This is an optimization exercise on Yosys and OpenROAD, whose aim is small area, a short achievable clock period and few clock cycles, not a production implementation.
Only simulation tests tie the RTL to the original design; equivalence was not proved.
No run shown here takes its clock network from TritonCTS; it comes from the design's own scripts or RTL.
The clock input has no modelled driver; a real chip could not lean on it and would need a root buffer or a full tree.
Power and IR drop assume default switching activity.

[design/flow/config.mk]
export PLATFORM = sky130hd
export DESIGN_NAME = ELA
export DESIGN_NICKNAME = ELA
export VERILOG_FILES = /design/flow/design.v
export SDC_FILE = /design/flow/constraint.sdc
export NUM_CORES = 8
export LEC_CHECK = 0
export CAP_MARGIN = 20
export CORE_MARGIN = 2
export CORE_UTILIZATION = 40
export SETUP_SLACK_MARGIN = 4.8
export SLEW_MARGIN = 20
export SYNTH_HIERARCHICAL = 1
[design/flow/constraint.sdc]
create_clock -name core_clock -period 7.0 [get_ports {clk}]
set_input_delay 1.4000 -clock core_clock [delete_from_list [all_inputs] [get_ports {clk}]]
set_output_delay 1.4000 -clock core_clock [all_outputs]
set_load 0.01 [all_outputs]
[design/flow/design.v]
`timescale 1ns/10ps
module ELA(clk, rst, in_data, data_rd, req, wen, addr, data_wr, done);
	input				clk;
	input				rst;
	input		[7:0]	in_data;
	input		[7:0]	data_rd;
	output				req;
	output	reg			wen;
	output	reg	[9:0]	addr;
	output	reg	[7:0]	data_wr;	 
	output				done;
	reg			interp, fin;
	reg			s_rb, s_w;	 
	reg	[7:0]	x;	 
	reg	[7:0]	y;	 
	reg	[7:0]	pp;	 
	reg	[7:0]	q;	 
	reg	[7:0]	r;	 
	reg	[7:0]	dreg, areg;	 
	reg	[7:0]	m;			 
	wire s_rt = ~s_rb & ~s_w;
	assign req  = ~interp;
	assign done = fin;
	wire [8:0] ix = {addr[9:6], addr[4:0]};
	wire [8:0] kst = {s_rb, s_rb, s_rb, s_rt & interp, s_rb, s_rb, s_rb,
			s_rb | s_w, s_w | ~interp & wen};
	function [8:0] add9;
		input [8:0] u, v;
		integer j; reg c;
		begin
			c = 1'b0;
			for (j = 0; j < 9; j = j + 1) begin
				add9[j] = u[j] ^ v[j] ^ c;
				c = (u[j] & v[j]) | (c & (u[j] ^ v[j]));
			end
		end
	endfunction
	wire [8:0] i_next = add9(ix, kst);
	wire [7:0] d_xy, a_xy;
	ELA_absd u_absd(.x(x), .y(y), .d(d_xy));
	ELA_avg u_avg(.x(x), .y(y), .a(a_xy));
	always @(posedge clk) begin
		dreg <= d_xy;
		areg <= a_xy;
	end
	wire edge_col = (ix[4:0] == 5'd1) || (ix[4:0] == 5'd2);
	wire le;
	ELA_le8 u_le(.v(dreg), .u(m), .le(le));
	wire take = s_w | le | (s_rb & edge_col);
	always @(posedge clk) begin
		if (take)
			m <= dreg;
		if (!interp)
			data_wr <= in_data;
		else if (take)
			data_wr <= areg;
	end
	always @(posedge clk or posedge rst) begin
		if (rst) begin
			interp <= 1'b0;
			fin <= 1'b0;
			s_rb <= 1'b0;
			s_w <= 1'b0;
			wen <= 1'b0;
			addr <= 10'd0;
		end else if (fin) begin
			wen <= 1'b0;
		end else begin
			addr <= {i_next[8:5], interp & s_rb, i_next[4:0]};
			if (!interp) begin
				wen <= ~(wen & (&ix));
				if (wen & (&ix))
					interp <= 1'b1;
			end else begin
				s_rb <= s_rt;
				s_w <= s_rb;
				wen <= s_rb & (ix[8:1] != 8'd16);
				if (s_rb && ix == 9'd1)
					fin <= 1'b1;
			end
		end
	end
	always @(posedge clk) begin
		if (s_rt) begin
			x <= y; y <= data_rd; r <= x;
		end else if (s_rb) begin
			x <= r; y <= data_rd; r <= pp; pp <= y;
		end else begin
			x <= r; y <= q; q <= y; r <= pp;
		end
	end
endmodule
module ELA_le8(v, u, le);
	input	[7:0]	v, u;
	output			le;
	wire [7:0] g = v & ~u;
	wire [7:0] e = ~(v ^ u);
	wire g10 = g[1] | e[1] & g[0], e10 = e[1] & e[0];
	wire g32 = g[3] | e[3] & g[2], e32 = e[3] & e[2];
	wire g54 = g[5] | e[5] & g[4], e54 = e[5] & e[4];
	wire g76 = g[7] | e[7] & g[6], e76 = e[7] & e[6];
	wire g30 = g32 | e32 & g10;
	wire g74 = g76 | e76 & g54, e74 = e76 & e54;
	assign le = ~(g74 | e74 & g30);
endmodule
module ELA_absd(x, y, d);
	input	[7:0]	x, y;
	output	reg	[7:0]	d;
	reg [7:0] g, e, G1, E1, G2, E2, G3, E3, bo, bo2;
	integer i;
	always @(*) begin
		g = x & ~y;
		e = ~(x ^ y);
		for (i = 0; i < 8; i = i + 1)
			if (i % 2 == 1) begin G1[i] = g[i] | e[i] & g[i-1]; E1[i] = e[i] & e[i-1]; end
			else begin G1[i] = g[i]; E1[i] = e[i]; end
		for (i = 0; i < 8; i = i + 1)
			if (i % 4 >= 2) begin G2[i] = G1[i] | E1[i] & G1[(i/4)*4+1]; E2[i] = E1[i] & E1[(i/4)*4+1]; end
			else begin G2[i] = G1[i]; E2[i] = E1[i]; end
		for (i = 0; i < 8; i = i + 1)
			if (i >= 4) begin G3[i] = G2[i] | E2[i] & G2[3]; E3[i] = E2[i] & E2[3]; end
			else begin G3[i] = G2[i]; E3[i] = E2[i]; end
		bo  = {~(G3[6:0] | E3[6:0]), 1'b0};
		bo2 = {G3[6:0], 1'b0};
		d = G3[7] ? (~e ^ bo) : (~e ^ bo2);
	end
endmodule
module ELA_avg(x, y, a);
	input	[7:0]	x, y;
	output	reg	[7:0]	a;
	reg [7:0] g, p, G1, P1, G2, P2, G3, P3;
	integer i;
	always @(*) begin
		g = x & y; p = x ^ y;
		for (i = 0; i < 8; i = i + 1)
			if (i % 2 == 1) begin G1[i] = g[i] | p[i] & g[i-1]; P1[i] = p[i] & p[i-1]; end
			else begin G1[i] = g[i]; P1[i] = p[i]; end
		for (i = 0; i < 8; i = i + 1)
			if (i % 4 >= 2) begin G2[i] = G1[i] | P1[i] & G1[(i/4)*4+1]; P2[i] = P1[i] & P1[(i/4)*4+1]; end
			else begin G2[i] = G1[i]; P2[i] = P1[i]; end
		for (i = 0; i < 8; i = i + 1)
			if (i >= 4) begin G3[i] = G2[i] | P2[i] & G2[3]; P3[i] = P2[i] & P2[3]; end
			else begin G3[i] = G2[i]; P3[i] = P2[i]; end
		a = {G3[7], p[7:1] ^ G3[6:0]};
	end
endmodule
[design/flow/flow/run.sh]
#!/bin/bash
# Layout flow: the standard ORFS flow, with these changes:
#  - synthesis does not extract full/half adder cells (ADDER_MAP_FILE empty),
#    so ABC maps all of the arithmetic itself;
#  - the port buffers are sky130_fd_sc_hd__buf_2 cells;
#  - the clock tree is one level: the clock port drives four clkbuf_16 cells,
#    one per quarter of the flip-flops (flow/cts.tcl replaces ORFS's cts.tcl,
#    with clock_tree_synthesis replaced by that buffering).
set -euo pipefail
rm -rf scripts_mod
cp -r "$FLOW_HOME/scripts" scripts_mod
cp flow/cts.tcl scripts_mod/cts.tcl
bash standard.sh ADDER_MAP_FILE= \
  "BUFFER_PORTS_ARGS=-buffer_cell sky130_fd_sc_hd__buf_2" \
  "SCRIPTS_DIR=$PWD/scripts_mod" \
  finish > make_finish.log 2>&1
[design/flow/flow/cts.tcl]
utl::set_metrics_stage "cts__{}"
source $::env(SCRIPTS_DIR)/load.tcl
source $::env(SCRIPTS_DIR)/lec_check.tcl
erase_non_stage_variables cts
load_design 3_place.odb 3_place.sdc
source_step_tcl PRE CTS

# Clone clock tree inverters next to register loads
# so cts does not try to buffer the inverted clocks.
repair_clock_inverters

proc save_progress { stage } {
  puts "Run 'make gui_$stage.odb' to load progress snapshot"
  orfs_write_db $::env(RESULTS_DIR)/$stage.odb
  orfs_write_sdc $::env(RESULTS_DIR)/$stage.sdc
}


# Clock tree: the clock port drives NBUF clkbuf_16 cells, each of which
# drives the flip-flops of one region of the core (a balanced one-level tree).
proc manual_clock_tree { nbuf } {
  set db [ord::get_db]
  set block [ord::get_db_block]
  set master [$db findMaster sky130_fd_sc_hd__clkbuf_16]
  set clk_net [$block findNet clk]
  set sinks {}
  foreach it [$clk_net getITerms] {
    if { [[$it getMTerm] getSigType] == "CLOCK" || [[$it getMTerm] getName] == "CLK" } {
      set inst [$it getInst]
      set bb [$inst getBBox]
      lappend sinks [list $it [expr {([$bb xMin] + [$bb xMax]) / 2}] [expr {([$bb yMin] + [$bb yMax]) / 2}]]
    }
  }
  puts "manual_clock_tree: [llength $sinks] sinks, $nbuf buffers"
  # split into two halves by x, then each half into nbuf/2 groups by y
  set sinks [lsort -integer -index 1 $sinks]
  set n [llength $sinks]
  set half [expr {($n + 1) / 2}]
  set groups {}
  set per [expr {$nbuf / 2}]
  foreach part [list [lrange $sinks 0 [expr {$half - 1}]] [lrange $sinks $half end]] {
    set part [lsort -integer -index 2 $part]
    set m [llength $part]
    for {set k 0} {$k < $per} {incr k} {
      set lo [expr {($m * $k) / $per}]
      set hi [expr {($m * ($k + 1)) / $per - 1}]
      lappend groups [lrange $part $lo $hi]
    }
  }
  set k 0
  foreach grp $groups {
    set sx 0
    set sy 0
    foreach s $grp {
      set sx [expr {$sx + [lindex $s 1]}]
      set sy [expr {$sy + [lindex $s 2]}]
    }
    set cnt [llength $grp]
    set inst [odb::dbInst_create $block $master "clkbuf_m_$k"]
    set net [odb::dbNet_create $block "clk_m_$k"]
    $net setSigType CLOCK
    [$inst findITerm A] connect $clk_net
    [$inst findITerm X] connect $net
    foreach s $grp {
      set it [lindex $s 0]
      $it disconnect
      $it connect $net
    }
    $inst setLocation [expr {$sx / $cnt}] [expr {$sy / $cnt}]
    $inst setPlacementStatus PLACED
    puts "manual_clock_tree: clkbuf_m_$k drives $cnt sinks"
    incr k
  }
  set_propagated_clock [all_clocks]
}

# Run CTS
set cts_args [list \
  -sink_clustering_enable \
  -repair_clock_nets]

append_env_var cts_args CTS_BUF_DISTANCE -distance_between_buffers 1
append_env_var cts_args CTS_CLUSTER_SIZE -sink_clustering_size 1
append_env_var cts_args CTS_CLUSTER_DIAMETER -sink_clustering_max_diameter 1
append_env_var cts_args CTS_BUF_LIST -buf_list 1
append_env_var cts_args CTS_LIB_NAME -library 1


if { [env_var_exists_and_non_empty CTS_ARGS] } {
  set cts_args $::env(CTS_ARGS)
}

set_dont_use $::env(DONT_USE_CELLS)

manual_clock_tree 4

utl::push_metrics_stage "cts__{}__pre_repair_timing"
log_cmd estimate_parasitics -placement
if { $::env(DETAILED_METRICS) } {
  report_metrics 4 "cts pre-repair-timing"
}
utl::pop_metrics_stage

set_placement_padding -global \
  -left $::env(CELL_PAD_IN_SITES_DETAIL_PLACEMENT) \
  -right $::env(CELL_PAD_IN_SITES_DETAIL_PLACEMENT)

set result [catch { detailed_placement } msg]
if { $result != 0 } {
  save_progress 4_1_error
  error "Detailed placement failed in CTS: $msg"
}

log_cmd estimate_parasitics -placement

if { $::env(CTS_SNAPSHOTS) } {
  save_progress 4_1_pre_repair_hold_setup
}

if { !$::env(SKIP_CTS_REPAIR_TIMING) } {
  if { $::env(EQUIVALENCE_CHECK) } {
    write_eqy_verilog 4_before_rsz.v
  }
  if { $::env(LEC_CHECK) } {
    write_lec_verilog 4_before_rsz_lec.v
  }

  repair_timing_helper

  if { $::env(EQUIVALENCE_CHECK) } {
    run_equivalence_test
  }
  if { $::env(LEC_CHECK) } {
    write_lec_verilog 4_after_rsz_lec.v
    run_lec_test 4_rsz 4_before_rsz_lec.v 4_after_rsz_lec.v
  }

  set result [catch { detailed_placement } msg]
  if { $result != 0 } {
    save_progress 4_1_error
    error "Detailed placement failed in CTS: $msg"
  }

  check_placement -verbose
}

report_metrics 4 "cts final"

source_step_tcl POST CTS

orfs_write_db $::env(RESULTS_DIR)/4_1_cts.odb
orfs_write_sdc $::env(RESULTS_DIR)/4_cts.sdc
[design/flow/standard.sh]
#!/bin/bash
# synth_recipe.tcl (not shown) runs the flow's synth.tcl, then flattens the netlist and writes it again
# the make line also repeats each setting of config.mk as NAME=value (left out here)
make -C /OpenROAD-flow-scripts/flow DESIGN_CONFIG=/design/flow/config.mk WORK_HOME=/design/flow/orfs CLKGATE_MAP_FILE= SYNTH_SCRIPT=/design/flow/synth_recipe.tcl "${@:-finish}"
==> results of run 1 <==
-- metal layers --
layer	vias to the layer above	GRT usage, %
li1	1286	-
met1	1247	18.1
met2	32	23.2
met3	7	1.12
met4	0	2.03
met5	-	0
-- placed cells by master (no fill, tap or decap), types with 3 or more instances in the layout --
master      n
mux2_2     34
o21ai_1     3
mux2i_1     4
a31oi_1     7
dfxtp_1    38
dfrtp_1     5
nand2b_1    6
nand2_1    12
nor3_1      4
edfxtp_1   32
a21oi_1    13
inv_1      14
xor2_1     15
buf_4      11
maj3_2      6
clkbuf_16   4
buf_2      37
o21ai_0     6
xnor2_1    19
nor2b_1     7
nor2_1     22
dfrtp_2    10
nand3_1     6
-- worst register-to-register path, cell delays in order, from the launching register on --
cell	delay [ns]
dfxtp_1	0.47
nand2b_1	0.16
o211a_1	0.28
o31a_1	0.28
o31ai_2	0.28
a21oi_1	0.13
o32ai_2	0.30
xnor2_1	0.14
-- cell type report --
class                   count  area (sq um)  area share [%]
well taps                 133           166            3.70
repair buffers             49           279            6.20
plain buffers               4           100            2.22
flip-flops and latches     87          2150            47.8
multi-input cells         223          1740            38.8
inverters                  15          58.8            1.31
-- flip-flops by register name (all words and copies together), names as in the netlist --
signal / flops
wen: 1
data_wr: 8
dreg: 8
areg: 8
x: 8
interp: 1
q: 8
pp: 8
addr: 10
fin: 1
y: 8
s_w: 1
s_rb: 1
r: 8
m: 8
-- per-module statistics from Yosys, one instance, submodules excluded --
module    flip-flops and latches  copies in the design
ELA_avg                        0                     1
ELA_absd                       0                     1
ELA_le8                        0                     1
ELA                           87                     1
-- power groups by stage --
| stage | Clock, mW | Sequential [mW] | Combinational, mW |
|---|---|---|---|
| detailed placement | 0 | 0.638 | 0.158 |
| global route | 0.250 | 0.633 | 0.184 |
| finish | 0.225 | 0.624 | 0.164 |
| floorplan | 0 | 0.628 | 0.128 |
| global placement | 0 | 0.635 | 0.155 |
| CTS | 0.231 | 0.626 | 0.161 |
-- through the flow --
step           cell area (sq um)  cells  hold WS (ns)  total power [mW]
3_3_place_gp                4290    496         0.413             0.789
3_5_place_dp                4290    496         0.415             0.796
5_1_grt                     4500    511         0.450              1.07
6_report                    4500    511         0.434              1.01
4_1_cts                     4450    506         0.435              1.02
2_1_floorplan               4040    337         0.401             0.756
-- final timing paths --
kind,start,slack [ns],to,depth (start not counted)
min reg2reg,dreg[5],0.43,m[5],0
max,addr[4],4.83,addr[4],1
min in group asynchronous,rst,1.30,addr[5],2
max reg2reg,y[0],4.89,dreg[6],7
min,dreg[5],0.43,m[5],0
max in group asynchronous,rst,5.28,addr[2],2
-- logic make-up (layout without fill, tap and decap cells) --
| group | count (synthesis) | in the layout | synth area share (%) |
|---|---|---|---|
| xor gates and xnor gates | 35 | 35 | 7.77 |
| AOI/OAI and AO/OA | 61 | 61 | 11.1 |
| buffers and inverters | 27 | 68 | 4.08 |
| muxes | 38 | 38 | 10.5 |
| DFF | 87 | 87 | 52.9 |
| and+or+nand+nor | 81 | 81 | 11.6 |
| adders and majority gates | 8 | 8 | 2.17 |
-- timing repair --
item / CTS / global route
setup buffers: 6 / 5
hold buffers: 0 / 0
gates resized for setup: 11 / 7
pin swaps: 0 / 1
setup endpoints to repair: 49 / 16
gates cloned: 0 / 0
==> impl_metrics.yaml, run 1 <==
power:
  seq_power_share_pct: 61.6
  p_leak_nw: 1.82
  pwr-share-clk_pct: 22.2
  p_int_uw: 779
  share_comb_of_total_power_pct: 16.2
  switchingPower_uw: 234
  swShare_pct: 23.1
  ir_drop_mv: 0.161
  pwr_density_cell_mw_per_mm2: 225
worst_setup_path:
  cp_cell_sequence: "buf_2"
  worstSetupPathType: "register to primary output"
  critical_path.top_delay_family: "flip-flops"
  startpoint_type: "register"
  critPathSlowestCell: "dfrtp_2"
  worstPathArrival_ns: 0.77
  crit_buf_inv: 1
  cp_slowest_stage_delay_ns: 0.46
  end_kind: "primary output"
  required_ns: 5.60
  crit_fanout: 5
yosys:
  yosys.area.top_type: "edfxtp_1"
  netlist_top_cells_area: "edfxtp_1 24%, dfxtp_1 20%, mux2_2 9.5%, dfrtp_1 9.3%, xnor2_1 4.1%"
  ys_async_sr_fraction_pct: 17.2
  synth-edff-count: 32
  synth_top_area_share_pct: 23.8
  ys_types: 64
  ys_top_cells_by_count: "40 x dfxtp_1, 34 x mux2_2, 32 x edfxtp_1, 22 x nor2_1, 19 x xnor2_1"
  synthFlopType: "dfxtp_1"
  synth_area_sq_mm: 0.00404
  synth.most_common_cell: "dfxtp_1"
  ys_seq_area_share_pct: 52.9
  yosys_warnings: 9
  syn_nets: 355
  synth_area_per_cell_sq_um: 12.0
  synth-seq-cells: 87
  synthCells: 337
place:
  hpwl_um: 5230
  dp_slack_ns: 4.58
  gp_congestion: 0.779
  port_buffers: 38
routing:
  maxUsedRoutingLayer: "met4"
  met1_length_um: 3420
  drt-total-wl_um: 7270
  num_vias: 2572
  wl_met3_um: 200
  wl_per_cell_um: 14.2
  drt_iter0_drc: 126
  drc: 0
  met2_length_um: 3520
  ant_nets: 0
  drt-pass1-iter-count: 5
  viasPerCell: 5.03
global_route:
  grt_pass1_vias: 2574
  grt_antenna_before_repair: 0
  grt_max_degree: 23
  grt_overflow: 0
  grt_pass1_wl_um: 12300
  gr-usage-all-layers_pct: 13.2
floorplan:
  chipWidth_um: 105
  std_cell_rows: 36
  ioPinCount: 39
  dieArea_sq_mm: 0.0109
  start_util_pct: 41.4
  die_h_um: 105
  core_sq_mm: 0.00977
sta:
  drv_slew: 0
  setup_viol: 0
  hold_viol_final: 0
  tightest_slew_ns: 0.986
  max_freq_ghz: 0.461
  finalCriticalPeriod_ns: 2.17
  fin_skew_ns: 0.00962
  worst_slack_ns: 4.83
  max_slew_margin_pct: 34.2
  timing.setup.tns_ns: 0
  rsz0062_at_grt: "true"
  timing.final.crit_share_pct: 31.0
min_path:
  min_path_type: "register to register"
layout:
  fin_util_pct: 46.0
  n_antenna_cell: 0
  fillers: 933
  layout-drive-gt1-share_pct: 34.4
  finalNetCount: 398
  areaGrowthSynthToFinish_pct: 11.3
clocking:
  insertion_delay_ns: 0.15
  path_clk_slew_ns: 0.09
run_status:
  status: "complete, no violations"
job:
  drv_cap: 0
Testbench counts, summed over its fixed seeds: cycles 62,688.
==> run 2, diff against run 1 <==
==> design/flow/flow/run.sh (replaced) <==
#!/bin/bash
# Layout flow: the standard ORFS flow, with these changes:
#  - synthesis does not extract full/half adder cells (ADDER_MAP_FILE empty),
#    so ABC maps all of the arithmetic itself;
#  - the port buffers are sky130_fd_sc_hd__buf_1 cells;
#  - the clock tree is one level: the clock port drives four clkbuf_16 cells,
#    one per quarter of the flip-flops (flow/cts.tcl replaces ORFS's cts.tcl,
#    with clock_tree_synthesis replaced by that buffering).
set -euo pipefail
rm -rf scripts_mod
cp -r "$FLOW_HOME/scripts" scripts_mod
cp flow/cts.tcl scripts_mod/cts.tcl
bash standard.sh ADDER_MAP_FILE= \
  "BUFFER_PORTS_ARGS=-buffer_cell sky130_fd_sc_hd__buf_1" \
  "SCRIPTS_DIR=$PWD/scripts_mod" \
  finish > make_finish.log 2>&1
--- a/design/flow/config.mk
+++ b/design/flow/config.mk
@@ -8,6 +8,6 @@
 export CAP_MARGIN = 20
 export CORE_MARGIN = 2
 export CORE_UTILIZATION = 40
-export SETUP_SLACK_MARGIN = 4.8
+export SETUP_SLACK_MARGIN = 4.75
 export SLEW_MARGIN = 20
 export SYNTH_HIERARCHICAL = 1
==> run 2 against run 1 <==
Net effect: global-route usage fell by 0.42 points; design area fell by 2.4%; first-iteration DRC count fell by 21%; still clean on timing, DRC and antenna; critical path type unchanged; largest power group unchanged; sequential power barely moved.
==> impl_metrics.yaml, run 2 <==
place:
  port_buffers: 38
  gp_congestion: 0.751
  dp_slack_ns: 4.60
  hpwl_um: 5190
worst_setup_path:
  path_depth: 1
  critPathSlowestCell: "dfrtp_2"
  critPathCapture: "addr[6]"
  crit_buf_inv: 1
  cp_slowest_stage_delay_ns: 0.48
  crit_fanout: 10
  regToRegEndpoint: "data_wr[2]"
  worstSetupPathType: "register to primary output"
  startpoint_type: "register"
  regToRegSetupSlack_ns: 4.87
  required_ns: 5.60
  critical_path.top_delay_family: "flip-flops"
  worstPathArrival_ns: 0.81
  r2r_cells: 6
  end_kind: "primary output"
  regToRegStartpoint: "m[2]"
  critPathLaunch: "addr[6]"
  cp_cell_sequence: "buf_1"
global_route:
  grt_pass1_wl_um: 11900
  grt_max_degree: 23
  grt_antenna_before_repair: 0
  grt_pass1_vias: 2467
  grt_overflow: 0
  gr-usage-all-layers_pct: 12.8
layout:
  top_register: "addr"
  ff_latch_area_sq_mm: 0.00215
  fin_util_pct: 45.0
  fillers: 926
  final_cell_mix: "39 x dfxtp_1, 37 x buf_1, 34 x mux2_2"
  multi_input_area_sq_mm: 0.00174
  areaGrowthSynthToFinish_pct: 8.70
  layout-drive-gt1-share_pct: 22.9
  n_antenna_cell: 0
  largest_reg_flops: 10
  final_common_cell: "dfxtp_1"
  finalNetCount: 391
sta:
  max_freq_ghz: 0.452
  finalCriticalPeriod_ns: 2.21
  fin_skew_ns: 0.0100
  worst_slack_ns: 4.79
  setup_viol: 0
  timing.final.crit_share_pct: 31.6
  hold_viol_final: 0
  timing.setup.tns_ns: 0
  rsz0062_at_grt: "true"
  max_slew_margin_pct: 39.5
  tightest_slew_ns: 0.906
  drv_slew: 0
routing:
  ant_nets: 0
  drt-pass1-iter-count: 4
  num_vias: 2544
  drt-total-wl_um: 7000
  drt_iter0_drc: 99
  viasPerCell: 5.05
  wl_per_cell_um: 13.9
  drc: 0
yosys:
  yosys.area.top_type: "edfxtp_1"
  synth.most_common_cell: "dfxtp_1"
  synth-edff-count: 32
  synthFlopType: "dfxtp_1"
  yosys_warnings: 9
  ys_top_cells_by_count: "40 x dfxtp_1, 34 x mux2_2, 32 x edfxtp_1, 22 x nor2_1, 19 x xnor2_1"
  netlist_top_cells_area: "edfxtp_1 24%, dfxtp_1 20%, mux2_2 9.5%, dfrtp_1 9.3%, xnor2_1 4.1%"
  ys_async_sr_fraction_pct: 17.2
  syn_nets: 355
  ys_seq_area_share_pct: 52.9
  synth_top_area_share_pct: 23.8
  synth-seq-cells: 87
  ys_types: 64
  synth_area_sq_mm: 0.00404
  synth_area_per_cell_sq_um: 12.0
  synthCells: 337
clocking:
  insertion_delay_ns: 0.15
  holdBufCountCts: 0
  path_clk_slew_ns: 0.09
power:
  p_leak_nw: 1.67
  ir_drop_mv: 0.165
  total_power_mw: 1.00
  pwr_density_cell_mw_per_mm2: 229
floorplan:
  start_util_pct: 41.4
  chipWidth_um: 105
  dieArea_sq_mm: 0.0109
  core_sq_mm: 0.00977
  std_cell_rows: 36
  ioPinCount: 39
  die_h_um: 105
min_path:
  min_path_type: "register to register"
  hold_start: "dreg[5]"
run_status:
  status: "complete, no violations"
job:
  drv_cap: 0
-- run 2: cell counts after synthesis --
No cell type changed its count.
-- run 2: worst min path at each step --
stage,to,depth (start not counted),slack [ns]
after floorplan,m[0],0,0.40
after global placement,m[0],0,0.41
after detailed placement,m[5],0,0.41
after CTS,m[5],0,0.43
after global routing,m[5],0,0.44
final,m[5],0,0.43
-- run 2: final cells by class --
cell class	instances	share of cell area, %
flip-flops and latches	87	48.9
multi-input cells	223	39.7
repair buffers	42	3.96
well taps	133	3.79
plain buffers	4	2.28
inverters	15	1.34
-- run 2: power breakdown --
group	internal (mW)	switching, mW
Clock	0.104	0.119
Combinational	0.0766	0.0791
Sequential	0.591	0.0348
-- run 2: metal layers --
metal	GRT usage, %	wire, um	share of wire [%]
met1	17.9	3310	47
met2	22.6	3440	49
met4	0.772	51	0.73
met5	0	0	0
met3	0.998	195	2.8
-- run 2: timing repair --
item	4_1_cts	5_1_grt
pin swaps	0	1
gates cloned	0	0
setup endpoints to repair	24	9
resized for setup	10	7
buffers inserted	2	2
-- run 2: kinds of logic after synthesis --
family | count (synthesis) | share of synthesized area, %
DFF | 87 | 52.9
and+or+nand+nor | 81 | 11.6
AOI/OAI and AO/OA | 61 | 11.1
muxes | 38 | 10.5
xor gates and xnor gates | 35 | 7.77
buffers and inverters | 27 | 4.08
adders and majority gates | 8 | 2.17
-- run 2: modules after synthesis, one instance, submodules excluded --
module | cells inside | times used | flip-flops and latches | cell area [sq um]
ELA | 210 | 1 | 87 | 3110
ELA_le8 | 20 | 1 | 0 | 151
ELA_absd | 75 | 1 | 0 | 526
ELA_avg | 32 | 1 | 0 | 251
-- run 2: stage by stage --
step | hold WS, ns | instance area, sq um | cells
2_1_floorplan | 0.401 | 4040 | 337
3_3_place_gp | 0.413 | 4240 | 496
3_5_place_dp | 0.413 | 4240 | 496
4_1_cts | 0.434 | 4370 | 502
5_1_grt | 0.443 | 4390 | 504
6_report | 0.432 | 4390 | 504
==> run 3, diff against run 2 <==
--- a/design/flow/config.mk
+++ b/design/flow/config.mk
@@ -8,6 +8,6 @@
 export CAP_MARGIN = 20
 export CORE_MARGIN = 2
 export CORE_UTILIZATION = 40
-export SETUP_SLACK_MARGIN = 4.75
+export SETUP_SLACK_MARGIN = 4.85
 export SLEW_MARGIN = 20
 export SYNTH_HIERARCHICAL = 1
==> run 3 against run 2 <==
Net effect: still clean on timing, DRC and antenna; combinational power increased by 5%; global-route usage down 0.58 points; die area unchanged; sequential share of layout area decreased by 1.1 points; first-iteration DRC count is 11% higher; final cell count is 2.2% higher; critical path type unchanged; largest power group unchanged; highest routed layer unchanged.
==> impl_metrics.yaml, run 3 <==
power:
  p_leak_nw: 1.73
  pwr-share-clk_pct: 22.1
  share_comb_of_total_power_pct: 16.2
  switchingPower_uw: 236
  pwr_density_cell_mw_per_mm2: 225
  p_int_uw: 778
  seq_power_share_pct: 61.7
  swShare_pct: 23.2
  ir_drop_mv: 0.178
global_route:
  gr-usage-all-layers_pct: 12.2
  grt_pass1_vias: 2372
  grt_antenna_before_repair: 0
  grt_pass1_wl_um: 11400
  grt_max_degree: 23
  grt_overflow: 0
sta:
  rsz0062_at_grt: "true"
  tightest_slew_ns: 0.893
  hold_viol_final: 0
  timing.setup.tns_ns: 0
  max_freq_ghz: 0.464
  drv_slew: 0
  timing.final.crit_share_pct: 30.8
  setup_viol: 0
  max_slew_margin_pct: 40.4
  fin_skew_ns: 0.00915
  finalCriticalPeriod_ns: 2.16
floorplan:
  ioPinCount: 39
  die_h_um: 105
  std_cell_rows: 36
  dieArea_sq_mm: 0.0109
  chipWidth_um: 105
  start_util_pct: 41.4
  core_sq_mm: 0.00977
layout:
  largest_reg_flops: 10
  top_register: "addr"
  final_common_cell: "buf_1"
  fin_util_pct: 46.1
  layout-drive-gt1-share_pct: 27.0
  finalNetCount: 402
  n_antenna_cell: 0
  final_cell_mix: "37 x buf_1, 34 x mux2_2, 34 x dfxtp_1"
  areaGrowthSynthToFinish_pct: 11.5
  multi_input_area_sq_mm: 0.00176
  fillers: 905
  ff_latch_area_sq_mm: 0.00216
place:
  port_buffers: 38
  hpwl_um: 5070
  gp_congestion: 0.787
routing:
  num_vias: 2574
  drc: 0
  wl_per_cell_um: 13.5
  ant_nets: 0
  viasPerCell: 5.00
  drt-total-wl_um: 6950
  drt_iter0_drc: 110
  drt-pass1-iter-count: 4
clocking:
  path_clk_slew_ns: 0.09
  insertion_delay_ns: 0.15
yosys:
  synth-edff-count: 32
  yosys.area.top_type: "edfxtp_1"
  synth_top_area_share_pct: 23.8
  synth_area_per_cell_sq_um: 12.0
  syn_nets: 355
  synthCells: 337
  synthFlopType: "dfxtp_1"
  synth-seq-cells: 87
  netlist_top_cells_area: "edfxtp_1 24%, dfxtp_1 20%, mux2_2 9.5%, dfrtp_1 9.3%, xnor2_1 4.1%"
  ys_top_cells_by_count: "40 x dfxtp_1, 34 x mux2_2, 32 x edfxtp_1, 22 x nor2_1, 19 x xnor2_1"
  synth_area_sq_mm: 0.00404
  ys_types: 64
  synth.most_common_cell: "dfxtp_1"
  ys_async_sr_fraction_pct: 17.2
  yosys_warnings: 9
  ys_seq_area_share_pct: 52.9
job:
  drv_cap: 0
worst_setup_path:
  worstPathArrival_ns: 0.76
  end_kind: "primary output"
  crit_fanout: 4
  required_ns: 5.60
  startpoint_type: "register"
  worstSetupPathType: "register to primary output"
min_path:
  min_path_type: "register to register"
run_status:
  status: "complete, no violations"
[run 3: cell counts after synthesis]
Identical to the previous run, type by type.
[run 3: Yosys stat by module, one instance, submodules excluded]
module	area, sq um	copies in the design
ELA	3110	1
ELA_absd	526	1
ELA_avg	251	1
ELA_le8	151	1
[run 3: worst paths after layout]
check                      slack, ns    endpoint     from  cells past startpoint
hold / removal                  0.43        m[0]  dreg[0]                      0
max in group asynchronous       5.33     addr[0]      rst                      2
min in group asynchronous       1.26         s_w      rst                      2
hold reg to reg                 0.43        m[0]  dreg[0]                      0
setup reg to reg                4.97  data_wr[5]     m[2]                      6
setup / recovery                4.84         req   interp                      2
[run 3: layer usage]
metal | up-vias | track usage, % | wire length [um]
met2 | 30 | 21.2 | 3350
li1 | 1299 | - | -
met1 | 1236 | 16.9 | 3250
met4 | 0 | 2.32 | 153
met3 | 9 | 0.811 | 196
met5 | - | 0 | 0
[run 3: cell families (layout without fill, tap and decap cells)]
group | count (synthesis) | count (layout) | synth area share [%]
flops | 87 | 87 | 52.9
xor+xnor | 35 | 35 | 7.77
compound gates | 61 | 61 | 11.1
buf+inv | 27 | 72 | 4.08
mux | 38 | 38 | 10.5
simple gates | 81 | 81 | 11.6
fa+ha+maj | 8 | 8 | 2.17
[run 3: layout make-up]
type                    instances  area share (%)
well taps                     133            3.69
repair buffers                 53            5.83
inverters                      15            1.30
flip-flops and latches         87            47.8
multi-input cells             223            39.1
plain buffers                   4            2.22
[run 3: power groups by stage]
stage | sequential (mW) | clock (mW) | combinational, mW
floorplan | 0.628 | 0 | 0.129
global placement | 0.634 | 0 | 0.154
detailed placement | 0.637 | 0 | 0.158
CTS | 0.625 | 0.229 | 0.166
global route | 0.633 | 0.244 | 0.181
finish | 0.625 | 0.224 | 0.164
[run 3: stage by stage]
stage	cell area [sq um]	std cells	power, mW	hold slack [ns]	setup slack, ns
finish	4510	515	1.01	0.434	4.84
floorplan	4040	337	0.757	0.401	4.87
global placement	4240	496	0.789	0.413	4.64
global route	4510	515	1.06	0.454	4.80
CTS	4450	512	1.02	0.441	4.73
detailed placement	4240	496	0.796	0.420	4.59
[run 3: worst max-delay path, cell delays in order, from the launching register on]
cell	delay, ns
dfrtp_2	0.43
inv_4	0.07
buf_6	0.10
[run 3: timing repair]
item | in CTS | in global routing
hold buffers | 0 | 0
buffers inserted | 12 | 3
gates resized for setup | 11 | 15
endpoints found under the hold margin | 0 | 0
pin swaps | 1 | 0
setup endpoints to repair | 28 | 8
==> run 4, diff against run 3 <==
--- a/design/flow/config.mk
+++ b/design/flow/config.mk
@@ -8,6 +8,6 @@
 export CAP_MARGIN = 20
 export CORE_MARGIN = 2
 export CORE_UTILIZATION = 40
-export SETUP_SLACK_MARGIN = 4.85
+export SETUP_SLACK_MARGIN = 4.9
 export SLEW_MARGIN = 20
 export SYNTH_HIERARCHICAL = 1
==> run 4 against run 3 <==
Net effect: still clean; design area grew 1.1%; setup slack lost 0.0099 ns; combinational power is essentially flat; via count shrank 0.62%; power is essentially flat; sequential share of layout area shrank 0.48 points; critical path depth is the same; critical path type unchanged.
==> impl_metrics.yaml, run 4 <==
yosys:
  synth-seq-cells: 87
  yosys_warnings: 9
  ys_types: 64
  yosys.area.top_type: "edfxtp_1"
  synthCells: 337
  synth.most_common_cell: "dfxtp_1"
  synth_area_per_cell_sq_um: 12.0
  syn_nets: 355
  synthFlopType: "dfxtp_1"
  synth-edff-count: 32
  ys_async_sr_fraction_pct: 17.2
  ys_seq_area_share_pct: 52.9
  netlist_top_cells_area: "edfxtp_1 24%, dfxtp_1 20%, mux2_2 9.5%, dfrtp_1 9.3%, xnor2_1 4.1%"
  synth_top_area_share_pct: 23.8
  synth_area_sq_mm: 0.00404
  ys_top_cells_by_count: "40 x dfxtp_1, 34 x mux2_2, 32 x edfxtp_1, 22 x nor2_1, 19 x xnor2_1"
layout:
  final_common_cell: "mux2_2"
  largest_reg_flops: 10
  areaGrowthSynthToFinish_pct: 12.7
  fillers: 909
  layout-drive-gt1-share_pct: 29.8
  top_register: "addr"
  finalNetCount: 403
  final_cell_mix: "34 x mux2_2, 33 x dfxtp_1, 32 x edfxtp_1"
  n_antenna_cell: 0
floorplan:
  core_sq_mm: 0.00977
  die_h_um: 105
  ioPinCount: 39
  start_util_pct: 41.4
  dieArea_sq_mm: 0.0109
  chipWidth_um: 105
  std_cell_rows: 36
worst_setup_path:
  critical_path.top_delay_family: "flip-flops"
  cp_cell_sequence: "inv_4 > buf_6"
  critPathSlowestCell: "dfrtp_2"
  end_kind: "primary output"
  required_ns: 5.60
  worstSetupPathType: "register to primary output"
  crit_fanout: 6
  crit_buf_inv: 2
  worstPathArrival_ns: 0.77
  startpoint_type: "register"
  cp_slowest_stage_delay_ns: 0.44
sta:
  max_slew_margin_pct: 41.3
  drv_slew: 0
  hold_viol_final: 0
  max_freq_ghz: 0.461
  rsz0062_at_grt: "true"
  timing.setup.tns_ns: 0
  fin_skew_ns: 0.00789
  finalCriticalPeriod_ns: 2.17
  timing.final.crit_share_pct: 31.0
  setup_viol: 0
  tightest_slew_ns: 0.879
routing:
  drt-total-wl_um: 7010
  drt-pass1-iter-count: 4
  drc: 0
  num_vias: 2558
  wl_per_cell_um: 13.6
  viasPerCell: 4.96
  drt_iter0_drc: 92
  ant_nets: 0
power:
  p_leak_nw: 1.77
  ir_drop_mv: 0.189
  total_power_mw: 1.01
  pwr_density_cell_mw_per_mm2: 223
global_route:
  grt_max_degree: 23
  grt_overflow: 0
  grt_pass1_vias: 2490
  grt_antenna_before_repair: 0
  gr-usage-all-layers_pct: 12.4
  grt_pass1_wl_um: 11500
clocking:
  insertion_delay_ns: 0.15
  path_clk_slew_ns: 0.09
  holdBufCountCts: 0
place:
  port_buffers: 38
  gp_congestion: 0.793
  hpwl_um: 5190
job:
  drv_cap: 0
min_path:
  min_path_type: "register to register"
run_status:
  status: "complete, no violations"
run 4: changes by cell type in the layout (fill, tap and decap cells not counted), sizes merged:
cell,before,now
buf,53,49
clkbuf,4,9
run 4: path summary, 6_finish.rpt:
check,cells after the start,end,slack (ns),startpoint
max in group asynchronous,2,addr[1],5.29,rst
min in group asynchronous,2,s_w,1.28,rst
worst min-delay path,0,m[0],0.43,dreg[0]
worst min register to register,0,m[0],0.43,dreg[0]
worst max-delay path,2,req,4.83,interp
worst max register to register,6,data_wr[3],5.00,m[2]
run 4: per-stage QoR:
step / hold WS, ns / setup WS, ns / instance area [sq um] / util [%] / cells
6_report: 0.434 / 4.83 / 4560 / 46.6 / 516
5_1_grt: 0.454 / 4.80 / 4560 / 46.6 / 516
4_1_cts: 0.437 / 4.72 / 4470 / 45.8 / 513
3_5_place_dp: 0.417 / 4.58 / 4250 / 43.4 / 496
3_3_place_gp: 0.411 / 4.64 / 4250 / 43.4 / 496
2_1_floorplan: 0.401 / 4.96 / 4050 / - / 337
run 4: layout make-up:
class,instances,area (sq um),share of cell area [%]
Multi-Input combinational cell,223,1770,38.9
Inverter,15,58.8,1.29
Timing Repair Buffer,54,299,6.56
Tap cell,133,166,3.65
Buffer,4,100,2.20
Sequential cell,87,2160,47.4
run 4: worst register-to-register path, stage by stage, from the launching register on:
cell and delay, ns:
edfxtp_1 0.39, nor2b_4 0.14, maj3_2 0.31, a221oi_2 0.20, a21oi_2 0.08, a311o_2 0.35, or2_4 0.29
run 4: what timing repair did:
item | CTS | global route
cloned | 0 | 0
gates resized for setup | 16 | 24
pin swaps | 1 | 0
setup buffers | 13 | 3
setup endpoints to repair | 49 | 17
run 4: per-module statistics from Yosys, one instance, submodules excluded:
module | flops+latches | cell area, sq um | copies in the design | cells
ELA_avg | 0 | 251 | 1 | 32
ELA | 87 | 3110 | 1 | 210
ELA_le8 | 0 | 151 | 1 | 20
ELA_absd | 0 | 526 | 1 | 75
run 4: where the power goes:
group          internal [mW]  switching (mW)
clock network          0.104           0.120
registers              0.591          0.0345
logic                 0.0836          0.0811
run 4: logic make-up after synthesis:
family | count (synthesis) | synth area share (%)
buffers and inverters | 27 | 4.08
adders and majority gates | 8 | 2.17
AOI/OAI and AO/OA | 61 | 11.1
and+or+nand+nor | 81 | 11.6
DFF | 87 | 52.9
xor gates and xnor gates | 35 | 7.77
muxes | 38 | 10.5
run 4: layer usage:
metal	vias up	wire [um]	track usage [%]	share of wire, %
met4	0	126	2.12	1.8
li1	1291	-	-	-
met5	-	0	0	0
met1	1236	3300	16.4	47
met2	22	3470	22.6	49
met3	9	126	0.749	1.8
==> run 5, diff against run 4 <==
--- a/design/flow/config.mk
+++ b/design/flow/config.mk
@@ -8,6 +8,6 @@
 export CAP_MARGIN = 20
 export CORE_MARGIN = 2
 export CORE_UTILIZATION = 40
-export SETUP_SLACK_MARGIN = 4.9
+export SETUP_SLACK_MARGIN = 5.0
 export SLEW_MARGIN = 20
 export SYNTH_HIERARCHICAL = 1
==> run 5 against run 4 <==
Net effect: still clean on timing, DRC and antenna; first-iteration DRC count is 36% higher; die area unchanged; area after synthesis did not move; core utilization grew 1.6 points; largest cell class unchanged.
==> impl_metrics.yaml, run 5 <==
routing:
  drt-total-wl_um: 7500
  ant_nets: 0
  viasPerCell: 5.03
  drt_iter0_drc: 125
  wl_per_cell_um: 14.4
  drt-pass1-iter-count: 4
  drc: 0
  num_vias: 2627
clocking:
  path_clk_slew_ns: 0.09
  insertion_delay_ns: 0.16
  holdBufCountCts: 0
layout:
  instances_no_fill: 522
  top_register: "addr"
  largest_reg_flops: 10
  layout-drive-gt1-share_pct: 37.5
  final_cell_mix: "34 x mux2_2, 32 x edfxtp_1, 28 x dfxtp_1"
  final_common_cell: "mux2_2"
  areaGrowthSynthToFinish_pct: 16.6
  n_antenna_cell: 0
  finalNetCount: 409
  fin_util_pct: 48.2
  fin_area_sq_mm: 0.00471
  fillers: 914
floorplan:
  chipWidth_um: 105
  dieArea_sq_mm: 0.0109
  ioPinCount: 39
  std_cell_rows: 36
  start_util_pct: 41.4
  die_h_um: 105
  core_sq_mm: 0.00977
sta:
  fin_skew_ns: 0.0116
  worst_slack_ns: 4.85
  max_slew_margin_pct: 60.3
  max_freq_ghz: 0.466
  rsz0062_at_grt: "true"
  tightest_slew_ns: 0.595
  fin_hold_ws_ns: 0.436
  hold_viol_final: 0
  timing.setup.tns_ns: 0
  setup_viol: 0
  timing.final.crit_share_pct: 30.7
  drv_slew: 0
  finalCriticalPeriod_ns: 2.15
worst_setup_path:
  worstPathArrival_ns: 0.75
  startpoint_type: "register"
  worstSetupPathType: "register to primary output"
  regToRegStartpoint: "m[2]"
  regToRegEndpoint: "data_wr[5]"
  regToRegSetupSlack_ns: 5.00
  r2r_cells: 6
  crit_fanout: 3
  end_kind: "primary output"
  required_ns: 5.60
yosys:
  ys_types: 64
  synth_top_area_share_pct: 23.8
  syn_nets: 355
  synthFlopType: "dfxtp_1"
  synth-seq-cells: 87
  synth.most_common_cell: "dfxtp_1"
  synth-edff-count: 32
  yosys_warnings: 9
  netlist_top_cells_area: "edfxtp_1 24%, dfxtp_1 20%, mux2_2 9.5%, dfrtp_1 9.3%, xnor2_1 4.1%"
  ys_top_cells_by_count: "40 x dfxtp_1, 34 x mux2_2, 32 x edfxtp_1, 22 x nor2_1, 19 x xnor2_1"
  yosys.area.top_type: "edfxtp_1"
  synth_area_sq_mm: 0.00404
  ys_async_sr_fraction_pct: 17.2
  synthCells: 337
  ys_seq_area_share_pct: 52.9
  synth_area_per_cell_sq_um: 12.0
job:
  drv_cap: 0
power:
  ir_drop_mv: 0.164
  total_power_mw: 1.04
  p_leak_nw: 1.85
  pwr_density_cell_mw_per_mm2: 220
global_route:
  grt_antenna_before_repair: 0
  grt_pass1_vias: 2653
  grt_max_degree: 23
  grt_overflow: 0
  gr-usage-all-layers_pct: 13.4
  grt_pass1_wl_um: 12600
place:
  gp_congestion: 0.766
  place_area_sq_mm: 0.00425
  port_buffers: 38
  hpwl_um: 5250
  dp_slack_ns: 4.58
  dp_cells: 496
min_path:
  hold_end: "m[0]"
  holdPathStages: 0
  hold_start: "dreg[0]"
  min_path_type: "register to register"
run_status:
  status: "complete, no violations"
run 5: cell counts after synthesis:
Identical to the previous run, type by type.
run 5: repair_timing:
action                     CTS  global route
pin swaps                    6             7
setup endpoints to repair   75            69
resized for setup           30            47
buffers inserted            15             7
run 5: power breakdown:
group	leakage [nW]	total (mW)	internal, mW	switching (mW)
logic	0.973	0.181	0.0909	0.0902
clock network	0.0493	0.229	0.104	0.125
registers	0.828	0.625	0.590	0.0347
run 5: cell families (layout without fill, tap and decap cells):
| logic type | count (synthesis) | in the layout | synth area share (%) |
|---|---|---|---|
| simple gates | 81 | 81 | 11.6 |
| xor+xnor | 35 | 35 | 7.77 |
| fa+ha+maj | 8 | 8 | 2.17 |
| mux | 38 | 38 | 10.5 |
| flops | 87 | 87 | 52.9 |
| compound gates | 61 | 61 | 11.1 |
| buf+inv | 27 | 79 | 4.08 |
run 5: area by class of cell:
cell class / instances / area [sq um] / area share (%)
plain buffers: 4 / 100 / 2.12
well taps: 133 / 166 / 3.53
inverters: 15 / 58.8 / 1.25
multi-input cells: 223 / 1840 / 39.0
flip-flops and latches: 87 / 2180 / 46.2
repair buffers: 60 / 370 / 7.86
run 5: critical path, cell delays in order, from the launching register on:
cell and delay, ns:
dfrtp_2 0.44, inv_4 0.06, buf_6 0.09
run 5: per-module statistics from Yosys, one instance, submodules excluded:
module    cells  flops+latches
ELA         210             87
ELA_absd     75              0
ELA_avg      32              0
ELA_le8      20              0
run 5: how the worst max path moves through the flow:
stage / from / endpoint / slack (ns)
3_3_place_gp: interp / req / 4.62
3_5_place_dp: interp / req / 4.58
5_1_grt: interp / req / 4.82
4_1_cts: interp / req / 4.79
2_1_floorplan: m[2] / data_wr[0] / 5.01
6_report: interp / req / 4.85
run 5: routing by layer:
layer | GRT usage (%) | part of all wire (%) | vias up
met4 | 2.32 | 2.1 | 0
met5 | 0 | 0 | -
met3 | 1.19 | 2.5 | 9
li1 | - | - | 1307
met1 | 18.3 | 47 | 1281
met2 | 23.3 | 49 | 30
==> run 6, diff against run 5 <==
--- a/design/flow/config.mk
+++ b/design/flow/config.mk
@@ -8,6 +8,7 @@
 export CAP_MARGIN = 20
 export CORE_MARGIN = 2
 export CORE_UTILIZATION = 40
-export SETUP_SLACK_MARGIN = 5.0
+export PLACE_DENSITY = 0.7
+export SETUP_SLACK_MARGIN = 4.8
 export SLEW_MARGIN = 20
 export SYNTH_HIERARCHICAL = 1
==> run 6 against run 5 <==
Net effect: still clean; first-iteration DRC count is 46% lower; die area stayed put; core utilization is 2.4 points lower; critical path type unchanged; hold slack worse by 0.0047 ns; synthesized cell count stayed put; area after synthesis stayed put; clock power is 2% lower; sequential power hardly changed; highest routed layer unchanged; design area is 5.0% lower; combinational power hardly changed; final cell count is 1.7% lower; largest cell class unchanged; clock skew hardly changed; critical endpoint unchanged.
==> impl_metrics.yaml, run 6 <==
power:
  swShare_pct: 23.3
  pwr_density_cell_mw_per_mm2: 230
  share_comb_of_total_power_pct: 17.3
  p_int_uw: 790
  switchingPower_uw: 240
  ir_drop_mv: 0.153
  seq_power_share_pct: 61.0
  pwr-share-clk_pct: 21.7
  p_leak_nw: 1.72
job:
  drv_cap: 0
routing:
  wl_per_cell_um: 13.8
  viasPerCell: 5.10
  drt-total-wl_um: 7070
  drc: 0
  drt_iter0_drc: 68
  drt-pass1-iter-count: 6
  num_vias: 2614
  ant_nets: 0
yosys:
  synth.most_common_cell: "dfxtp_1"
  synth_area_per_cell_sq_um: 12.0
  synth_top_area_share_pct: 23.8
  ys_top_cells_by_count: "40 x dfxtp_1, 34 x mux2_2, 32 x edfxtp_1, 22 x nor2_1, 19 x xnor2_1"
  synthFlopType: "dfxtp_1"
  netlist_top_cells_area: "edfxtp_1 24%, dfxtp_1 20%, mux2_2 9.5%, dfrtp_1 9.3%, xnor2_1 4.1%"
  synth_xor_area_share_pct: 7.77
  syn_nets: 355
  synth-edff-count: 32
  synthSimpleGateAreaFrac_pct: 11.6
  ys_async_sr_fraction_pct: 17.2
  yosys_warnings: 9
  yosys.area_share.adder_pct: 2.17
  synth_area_sq_mm: 0.00404
  yosys.area.top_type: "edfxtp_1"
  synth_mux_area_share_pct: 10.5
  ys_types: 64
  synth_top_family_by_area: "simple AND/OR/NAND/NOR gates"
  synthCells: 337
  synth_compound_area_share_pct: 11.1
  synth-seq-cells: 87
  ys_seq_area_share_pct: 52.9
layout:
  finalNetCount: 400
  top_register: "addr"
  areaGrowthSynthToFinish_pct: 10.7
  n_antenna_cell: 0
  final_cell_mix: "37 x dfxtp_1, 37 x buf_1, 34 x mux2_2"
  fillers: 915
  instances_no_fill: 513
  largest_reg_flops: 10
  fin_util_pct: 45.8
  layout-drive-gt1-share_pct: 25.8
sta:
  hold_viol_final: 0
  tightest_slew_ns: 0.947
  timing.final.crit_share_pct: 31.0
  rsz0062_at_grt: "true"
  finalCriticalPeriod_ns: 2.17
  max_freq_ghz: 0.461
  max_slew_margin_pct: 36.8
  worst_slack_ns: 4.83
  timing.setup.tns_ns: 0
  setup_viol: 0
  drv_slew: 0
  fin_skew_ns: 0.0112
global_route:
  grt_max_degree: 23
  grt_overflow: 0
  grt_pass1_vias: 2536
  grt_pass1_wl_um: 11800
  gr-usage-all-layers_pct: 12.6
  grt_antenna_before_repair: 0
floorplan:
  chipWidth_um: 105
  die_h_um: 105
  std_cell_rows: 36
  ioPinCount: 39
  start_util_pct: 41.4
  dieArea_sq_mm: 0.0109
  core_sq_mm: 0.00977
worst_setup_path:
  regToRegSetupSlack_ns: 4.90
  worstPathArrival_ns: 0.77
  crit_fanout: 6
  startpoint_type: "register"
  worstSetupPathType: "register to primary output"
  required_ns: 5.60
  end_kind: "primary output"
place:
  dp_cells: 496
  gp_congestion: 0.861
  hpwl_um: 5060
  dp_slack_ns: 4.52
  port_buffers: 38
clocking:
  insertion_delay_ns: 0.15
  path_clk_slew_ns: 0.09
run_status:
  status: "complete, no violations"
min_path:
  min_path_type: "register to register"
-- run 6: cell counts after synthesis --
Identical to the previous run, type by type.
-- run 6: modules after synthesis (local to each module, per instance) --
module / area (sq um) / times used / flip-flops and latches
ELA: 3110 / 1 / 87
ELA_le8: 151 / 1 / 0
ELA_avg: 251 / 1 / 0
ELA_absd: 526 / 1 / 0
-- run 6: power by group through the flow --
stage          sequential [mW]  combinational, mW  clock (mW)
4_1_cts                  0.627              0.155       0.231
3_3_place_gp             0.634              0.149           0
3_5_place_dp             0.638              0.153           0
6_report                 0.628              0.178       0.224
5_1_grt                  0.635              0.197       0.248
2_1_floorplan            0.628              0.128           0
-- run 6: area by class of cell --
cell class / count / area (sq um) / area share [%]
timing repair buffer: 51 / 248 / 5.53
sequential: 87 / 2150 / 48.1
buffer: 4 / 100 / 2.24
inverter: 15 / 58.8 / 1.31
multi-input combinational: 223 / 1750 / 39.1
tap: 133 / 166 / 3.72
-- run 6: worst paths after layout --
check,to,from,cells past startpoint
min reg2reg,m[0],dreg[0],0
min in group asynchronous,s_w,rst,2
max in group asynchronous,addr[1],rst,2
max,req,interp,2
max reg2reg,dreg[6],y[0],7
min,m[0],dreg[0],0
-- run 6: critical path, stage by stage, from the launching register on --
cell and delay (ns):
dfrtp_2 0.43, inv_4 0.08, buf_6 0.10
-- run 6: cells by family (layout without fill, tap and decap cells) --
| kind of cell | Yosys count | in the layout |
|---|---|---|
| XOR/XNOR | 35 | 35 |
| buffers and inverters | 27 | 70 |
| AND/OR/NAND/NOR | 81 | 81 |
| multiplexers | 38 | 38 |
| AO/OA/AOI/OAI | 61 | 61 |
| adder cells (fa/ha/maj) | 8 | 8 |
| flip-flops | 87 | 87 |
-- run 6: per-layer routing --
metal | track usage, % | share of wire [%]
met1 | 16.8 | 47
met4 | 2.41 | 1.9
met5 | 0 | 0
met2 | 22.7 | 49
met3 | 0.749 | 2.5
-- run 6: timing repair --
item | CTS | global route
endpoints found under the setup margin | 41 | 16
hold buffers | 0 | 0
pin swaps | 0 | 1
setup buffers | 4 | 9
gates resized for setup | 12 | 10
-- run 6: per-stage QoR --
| stage | hold slack (ns) | power, mW | instance area (sq um) |
|---|---|---|---|
| 2_1_floorplan | 0.401 | 0.756 | 4040 |
| 3_3_place_gp | 0.412 | 0.782 | 4240 |
| 3_5_place_dp | 0.412 | 0.791 | 4240 |
| 4_1_cts | 0.433 | 1.01 | 4390 |
| 5_1_grt | 0.448 | 1.08 | 4480 |
| 6_report | 0.431 | 1.03 | 4480 |
==> run 7, diff against run 6 <==
--- a/design/flow/config.mk
+++ b/design/flow/config.mk
@@ -5,10 +5,10 @@
 export SDC_FILE = /design/flow/constraint.sdc
 export NUM_CORES = 8
 export LEC_CHECK = 0
+export ABC_AREA = 1
 export CAP_MARGIN = 20
 export CORE_MARGIN = 2
 export CORE_UTILIZATION = 40
-export PLACE_DENSITY = 0.7
 export SETUP_SLACK_MARGIN = 4.8
 export SLEW_MARGIN = 20
 export SYNTH_HIERARCHICAL = 1
==> run 7 against run 6 <==
Net effect: sequential power decreased by 2%; final cell count increased by 46%; clock power increased by 2%.
==> impl_metrics.yaml, run 7 <==
floorplan:
  std_cell_rows: 37
  die_h_um: 108
  chipWidth_um: 108
  core_sq_mm: 0.0104
  ioPinCount: 39
  dieArea_sq_mm: 0.0117
  start_util_pct: 41.5
yosys:
  synth_top_area_share_pct: 22.2
  synth.most_common_cell: "nand2_1"
  syn_nets: 585
  ys_seq_area_share_pct: 49.4
  ys_top_cells_by_count: "236 x nand2_1, 76 x inv_1, 40 x dfxtp_1, 35 x nand3_1, 32 x edfxtp_1"
  synth-seq-cells: 87
  synth_area_per_cell_sq_um: 7.63
  synthFlopType: "dfxtp_1"
  ys_types: 37
  netlist_top_cells_area: "edfxtp_1 22%, nand2_1 20%, dfxtp_1 19%, dfrtp_1 8.7%, inv_1 6.6%"
  synthCells: 567
  ys_async_sr_fraction_pct: 17.2
  yosys_warnings: 9
  synth-edff-count: 32
  yosys.area.top_type: "edfxtp_1"
  synth_area_sq_mm: 0.00433
worst_setup_path:
  critPathSlowestCell: "dfrtp_2"
  critical_path.top_delay_family: "flip-flops"
  worstSetupPathType: "register to primary output"
  worstPathArrival_ns: 0.80
  cp_slowest_stage_delay_ns: 0.45
  end_kind: "primary output"
  crit_fanout: 2
  r2r_cells: 18
  path_depth: 2
  startpoint_type: "register"
  cp_cell_sequence: "inv_6 > buf_2"
  crit_buf_inv: 2
  required_ns: 5.60
routing:
  ant_nets: 0
  drc: 0
  drt_iter0_drc: 183
  num_vias: 3447
  drt-total-wl_um: 8690
  wl_per_cell_um: 11.6
  viasPerCell: 4.60
  drt-pass1-iter-count: 5
place:
  port_buffers: 38
  hpwl_um: 6420
  gp_congestion: 0.832
sta:
  max_slew_margin_pct: 53.6
  setup_viol: 0
  tightest_slew_ns: 0.695
  hold_viol_final: 0
  fin_skew_ns: 0.00868
  timing.final.crit_share_pct: 31.4
  max_freq_ghz: 0.455
  finalCriticalPeriod_ns: 2.20
  timing.setup.tns_ns: 0
  rsz0062_at_grt: "true"
  drv_slew: 0
layout:
  final_common_cell: "nand2_1"
  final_cell_mix: "235 x nand2_1, 76 x inv_1, 40 x dfxtp_1"
  ff_latch_area_sq_mm: 0.00215
  n_antenna_cell: 0
  largest_reg_flops: 10
  fin_util_pct: 46.5
  areaGrowthSynthToFinish_pct: 11.8
  multi_input_area_sq_mm: 0.00185
  layout-drive-gt1-share_pct: 14.0
  fillers: 1035
  finalNetCount: 634
  top_register: "addr"
global_route:
  grt_overflow: 0
  grt_max_degree: 23
  grt_pass1_wl_um: 15100
  grt_antenna_before_repair: 0
  grt_pass1_vias: 3297
  gr-usage-all-layers_pct: 15.6
job:
  drv_cap: 0
power:
  ir_drop_mv: 0.122
  p_leak_nw: 2.52
  pwr_density_cell_mw_per_mm2: 212
run_status:
  status: "complete, no violations"
min_path:
  min_path_type: "register to register"
  holdPathStages: 2
clocking:
  holdBufCountCts: 0
  insertion_delay_ns: 0.15
  path_clk_slew_ns: 0.09
## run 7: cell count changes in the layout (fill, tap and decap cells not counted), sizes merged, moves of 11 or more
| cell | delta |
|---|---|
| nand3 | +29 |
| inv | +69 |
| xnor2 | -17 |
| xor2 | -11 |
| mux2 | -34 |
| nand2 | +257 |
## run 7: worst paths after layout
kind,startpoint,to,slack (ns)
worst min-delay path,r[0],x[0],0.42
worst min register to register,r[0],x[0],0.42
worst max-delay path,interp,req,4.80
max in group asynchronous,rst,s_rb,5.25
worst max register to register,s_rb,addr[9],4.97
min in group asynchronous,rst,s_rb,1.29
## run 7: tightest hold or removal path, cell delays in order, from the launching register on
cell	delay, ns
dfxtp_1	0.31
nand2_1	0.05
nand2_1	0.04
## run 7: area by class of cell
type | instances | area share [%]
well taps | 136 | 3.52
flip-flops and latches | 87 | 44.4
repair buffers | 52 | 5.15
multi-input cells | 387 | 38.2
plain buffers | 4 | 2.07
inverters | 84 | 6.67
## run 7: per-layer routing
layer,track usage (%),wire [um]
met2,26.7,3810
met1,22.4,4410
met5,0,0
met4,1.92,99
met3,0.784,365
## run 7: stage by stage
stage / setup slack, ns / power (mW) / std cells / area (sq um) / hold slack [ns]
global placement: 4.45 / 0.802 / 732 / 4600 / 0.399
CTS: 4.73 / 1.03 / 741 / 4750 / 0.425
floorplan: 4.82 / 0.763 / 567 / 4330 / 0.396
finish: 4.80 / 1.02 / 750 / 4840 / 0.424
global route: 4.77 / 1.09 / 750 / 4840 / 0.446
detailed placement: 4.35 / 0.810 / 732 / 4600 / 0.408
## run 7: repair_timing
action                                  in CTS  in global routing
buffers inserted                             5                  9
gates resized for setup                      9                  5
endpoints found under the setup margin      18                  7
pin swaps                                    1                  0
## run 7: cell families (layout without fill, tap and decap cells)
group	after synthesis	in the layout	share of synthesized area, %
AOI/OAI and AO/OA	33	33	5.61
xor gates and xnor gates	7	7	1.42
buffers and inverters	93	140	8.30
DFF	87	87	49.4
and+or+nand+nor	347	347	35.3
## run 7: Yosys stat by module, one instance, submodules excluded
| module | area (sq um) | flip-flops and latches | times used |
|---|---|---|---|
| ELA | 3110 | 87 | 1 |
| ELA_absd | 644 | 0 | 1 |
| ELA_avg | 364 | 0 | 1 |
| ELA_le8 | 210 | 0 | 1 |
## run 7: power by group
part           total, mW  leakage (nW)  switching, mW  internal [mW]
clock              0.229        0.0493          0.124          0.104
combinational      0.180          1.64          0.117         0.0625
sequential         0.616         0.831         0.0306          0.585
total               1.02          2.52          0.272          0.752
==> run 8, diff against run 7 <==
--- a/design/flow/config.mk
+++ b/design/flow/config.mk
@@ -5,7 +5,6 @@
 export SDC_FILE = /design/flow/constraint.sdc
 export NUM_CORES = 8
 export LEC_CHECK = 0
-export ABC_AREA = 1
 export CAP_MARGIN = 20
 export CORE_MARGIN = 2
 export CORE_UTILIZATION = 40
==> run 8 against run 7 <==
Net effect: still clean; fmax rose by 1.6%; first-iteration DRC count shrank 44%; synthesized cell count down 41%; flip-flop and latch count did not move; critical path type unchanged; critical endpoint is now addr[7]; largest cell class unchanged; highest routed layer unchanged.
==> impl_metrics.yaml, run 8 <==
min_path:
  hold_start: "dreg[5]"
  min_path_type: "register to register"
  hold_end: "m[5]"
  holdPathStages: 0
place:
  dp_slack_ns: 4.60
  hpwl_um: 5190
  port_buffers: 38
  gp_congestion: 0.751
sta:
  rsz0062_at_grt: "true"
  setup_viol: 0
  timing.final.crit_share_pct: 30.9
  finalCriticalPeriod_ns: 2.16
  max_slew_margin_pct: 39.5
  hold_viol_final: 0
  fin_skew_ns: 0.0119
  tightest_slew_ns: 0.906
  worst_slack_ns: 4.84
  timing.setup.tns_ns: 0
  drv_slew: 0
  max_freq_ghz: 0.462
yosys:
  netlist_top_cells_area: "edfxtp_1 24%, dfxtp_1 20%, mux2_2 9.5%, dfrtp_1 9.3%, xnor2_1 4.1%"
  yosys_warnings: 9
  synthCells: 337
  synth_area_per_cell_sq_um: 12.0
  synth-seq-cells: 87
  syn_nets: 355
  synthFlopType: "dfxtp_1"
  ys_async_sr_fraction_pct: 17.2
  ys_top_cells_by_count: "40 x dfxtp_1, 34 x mux2_2, 32 x edfxtp_1, 22 x nor2_1, 19 x xnor2_1"
  synth_area_sq_mm: 0.00404
  synth_top_area_share_pct: 23.8
  ys_types: 64
  yosys.area.top_type: "edfxtp_1"
  synth-edff-count: 32
  synth.most_common_cell: "dfxtp_1"
  ys_seq_area_share_pct: 52.9
worst_setup_path:
  crit_buf_inv: 1
  critical_path.top_delay_family: "flip-flops"
  critPathSlowestCell: "dfrtp_2"
  regToRegStartpoint: "m[2]"
  startpoint_type: "register"
  regToRegSetupSlack_ns: 4.93
  required_ns: 5.60
  worstPathArrival_ns: 0.76
  cp_slowest_stage_delay_ns: 0.43
  cp_cell_sequence: "buf_1"
  r2r_cells: 6
  end_kind: "primary output"
  crit_fanout: 6
  worstSetupPathType: "register to primary output"
  regToRegEndpoint: "data_wr[2]"
layout:
  multi_input_area_sq_mm: 0.00175
  fillers: 920
  largest_reg_flops: 10
  layout-drive-gt1-share_pct: 25.9
  fin_util_pct: 45.9
  ff_latch_area_sq_mm: 0.00215
  final_cell_mix: "37 x dfxtp_1, 37 x buf_1, 34 x mux2_2"
  areaGrowthSynthToFinish_pct: 11.0
  n_antenna_cell: 0
  top_register: "addr"
  finalNetCount: 402
global_route:
  gr-usage-all-layers_pct: 12.8
  grt_antenna_before_repair: 0
  grt_max_degree: 23
  grt_pass1_wl_um: 11900
  grt_pass1_vias: 2486
  grt_overflow: 0
floorplan:
  dieArea_sq_mm: 0.0109
  die_h_um: 105
  std_cell_rows: 36
  ioPinCount: 39
  start_util_pct: 41.4
  chipWidth_um: 105
  core_sq_mm: 0.00977
routing:
  drt_iter0_drc: 103
  num_vias: 2586
  drc: 0
  ant_nets: 0
  drt-total-wl_um: 7120
  wl_per_cell_um: 13.8
  drt-pass1-iter-count: 4
  viasPerCell: 5.02
power:
  pwr_density_cell_mw_per_mm2: 227
  ir_drop_mv: 0.165
  p_leak_nw: 1.73
clocking:
  path_clk_slew_ns: 0.09
  insertion_delay_ns: 0.15
run_status:
  status: "complete, no violations"
job:
  drv_cap: 0
==> run 8: cell count changes after synthesis, sizes merged, moves of 7 or more <==
cell / delta
xor2: +11
nand2b: +7
nor2b: +9
xnor2: +17
inv: -69
maj3: +8
nand2: -257
nand3: -29
mux2: +34
==> run 8: timing repair <==
action                     4_1_cts  5_1_grt
pin swaps                        1        1
buffers inserted                 6        9
resized for setup               12       10
setup endpoints to repair       42       19
hold buffers                     0        0
==> run 8: metal layers <==
metal / routed length, um / vias to the layer above / share of wire, % / track usage, %
met3: 188 / 4 / 2.6 / 0.998
met4: 51 / 0 / 0.72 / 0.772
met1: 3380 / 1255 / 47 / 17.8
li1: - / 1294 / - / -
met2: 3500 / 33 / 49 / 22.7
met5: 0 / - / 0 / 0
==> run 8: worst reg2reg max path: stages (launching register included) <==
cell      delay, ns
edfxtp_1       0.40
nor2b_4        0.14
maj3_2         0.31
a221oi_2       0.20
a21oi_2        0.08
a311o_2        0.40
or2_4          0.29
==> run 8: logic make-up (layout without fill, tap and decap cells) <==
| logic type | after synthesis | in the layout | synth area share, % |
|---|---|---|---|
| simple gates | 81 | 81 | 11.6 |
| xor+xnor | 35 | 35 | 7.77 |
| flops | 87 | 87 | 52.9 |
| fa+ha+maj | 8 | 8 | 2.17 |
| mux | 38 | 38 | 10.5 |
| buf+inv | 27 | 72 | 4.08 |
| compound gates | 61 | 61 | 11.1 |
==> run 8: modules after synthesis, one instance, submodules excluded <==
| module | cells | cell area [sq um] |
|---|---|---|
| ELA | 210 | 3110 |
| ELA_absd | 75 | 526 |
| ELA_avg | 32 | 251 |
| ELA_le8 | 20 | 151 |
==> run 8: layout make-up <==
cell class,instances,area share (%)
Inverter,15,1.31
Multi-Input combinational cell,223,38.9
Sequential cell,87,48.0
Tap cell,133,3.71
Buffer,4,2.23
Timing Repair Buffer,53,5.85
==> run 8: worst max path at each step <==
stage	startpoint	end	slack, ns	cells after the start
after global routing	y[2]	dreg[6]	4.79	7
after CTS	interp	req	4.72	2
final	addr[7]	addr[7]	4.84	1
after global placement	interp	req	4.63	2
after detailed placement	interp	req	4.60	2
after floorplan	m[2]	data_wr[0]	4.85	6
==> run 8: stage by stage <==
| step | cells | total power, mW | hold WS (ns) | cell area [sq um] |
|---|---|---|---|---|
| 2_1_floorplan | 337 | 0.756 | 0.401 | 4040 |
| 3_3_place_gp | 496 | 0.789 | 0.413 | 4240 |
| 3_5_place_dp | 496 | 0.797 | 0.413 | 4240 |
| 4_1_cts | 506 | 1.02 | 0.434 | 4400 |
| 5_1_grt | 515 | 1.07 | 0.443 | 4490 |
| 6_report | 515 | 1.02 | 0.432 | 4490 |
==> run 8: report_power, final <==
part / leakage [nW] / internal, mW / switching, mW
Sequential: 0.827 / 0.591 / 0.0349
Combinational: 0.851 / 0.0892 / 0.0824
Clock: 0.0493 / 0.104 / 0.119

## port drivers added, routing unchanged
In the flow no input, the clock included, has a driving cell. The finished layouts below were timed again as built, in two steps.
Step 1 sets driving cells, clkbuf_16 on the clock port and buf_2 on the other inputs (assumed; they add their load-dependent delay and slew).
Step 2 also shifts input and output timing later by t, the mid clock arrival at the registers, as if the neighbouring blocks saw the same clock.
Slacks: ideal / step 1 / step 2; pairs: ideal / step 1.
| run | t (ns) | slack for setup (ns) | slew at the worst register clock pin (ns) | pins driven straight from the clock port |
|---|---|---|---|---|
| run 1 | 0.223 | 4.831 / 4.756 / 4.890 | 0.09 / 0.09 | 4 |
| run 2 | 0.221 | 4.789 / 4.714 / 4.874 | 0.09 / 0.09 | 4 |
| run 3 | 0.225 | 4.843 / 4.765 / 4.968 | 0.09 / 0.09 | 4 |
| run 4 | 0.224 | 4.833 / 4.756 / 4.980 | 0.09 / 0.09 | 4 |
| run 5 | 0.224 | 4.852 / 4.778 / 4.989 | 0.09 / 0.09 | 4 |
| run 6 | 0.226 | 4.833 / 4.756 / 4.896 | 0.09 / 0.09 | 4 |
| run 7 | 0.228 | 4.801 / 4.723 / 4.951 | 0.09 / 0.09 | 4 |
| run 8 | 0.222 | 4.837 / 4.762 / 4.930 | 0.09 / 0.09 | 4 |
After both steps setup and hold are still met in every run listed.
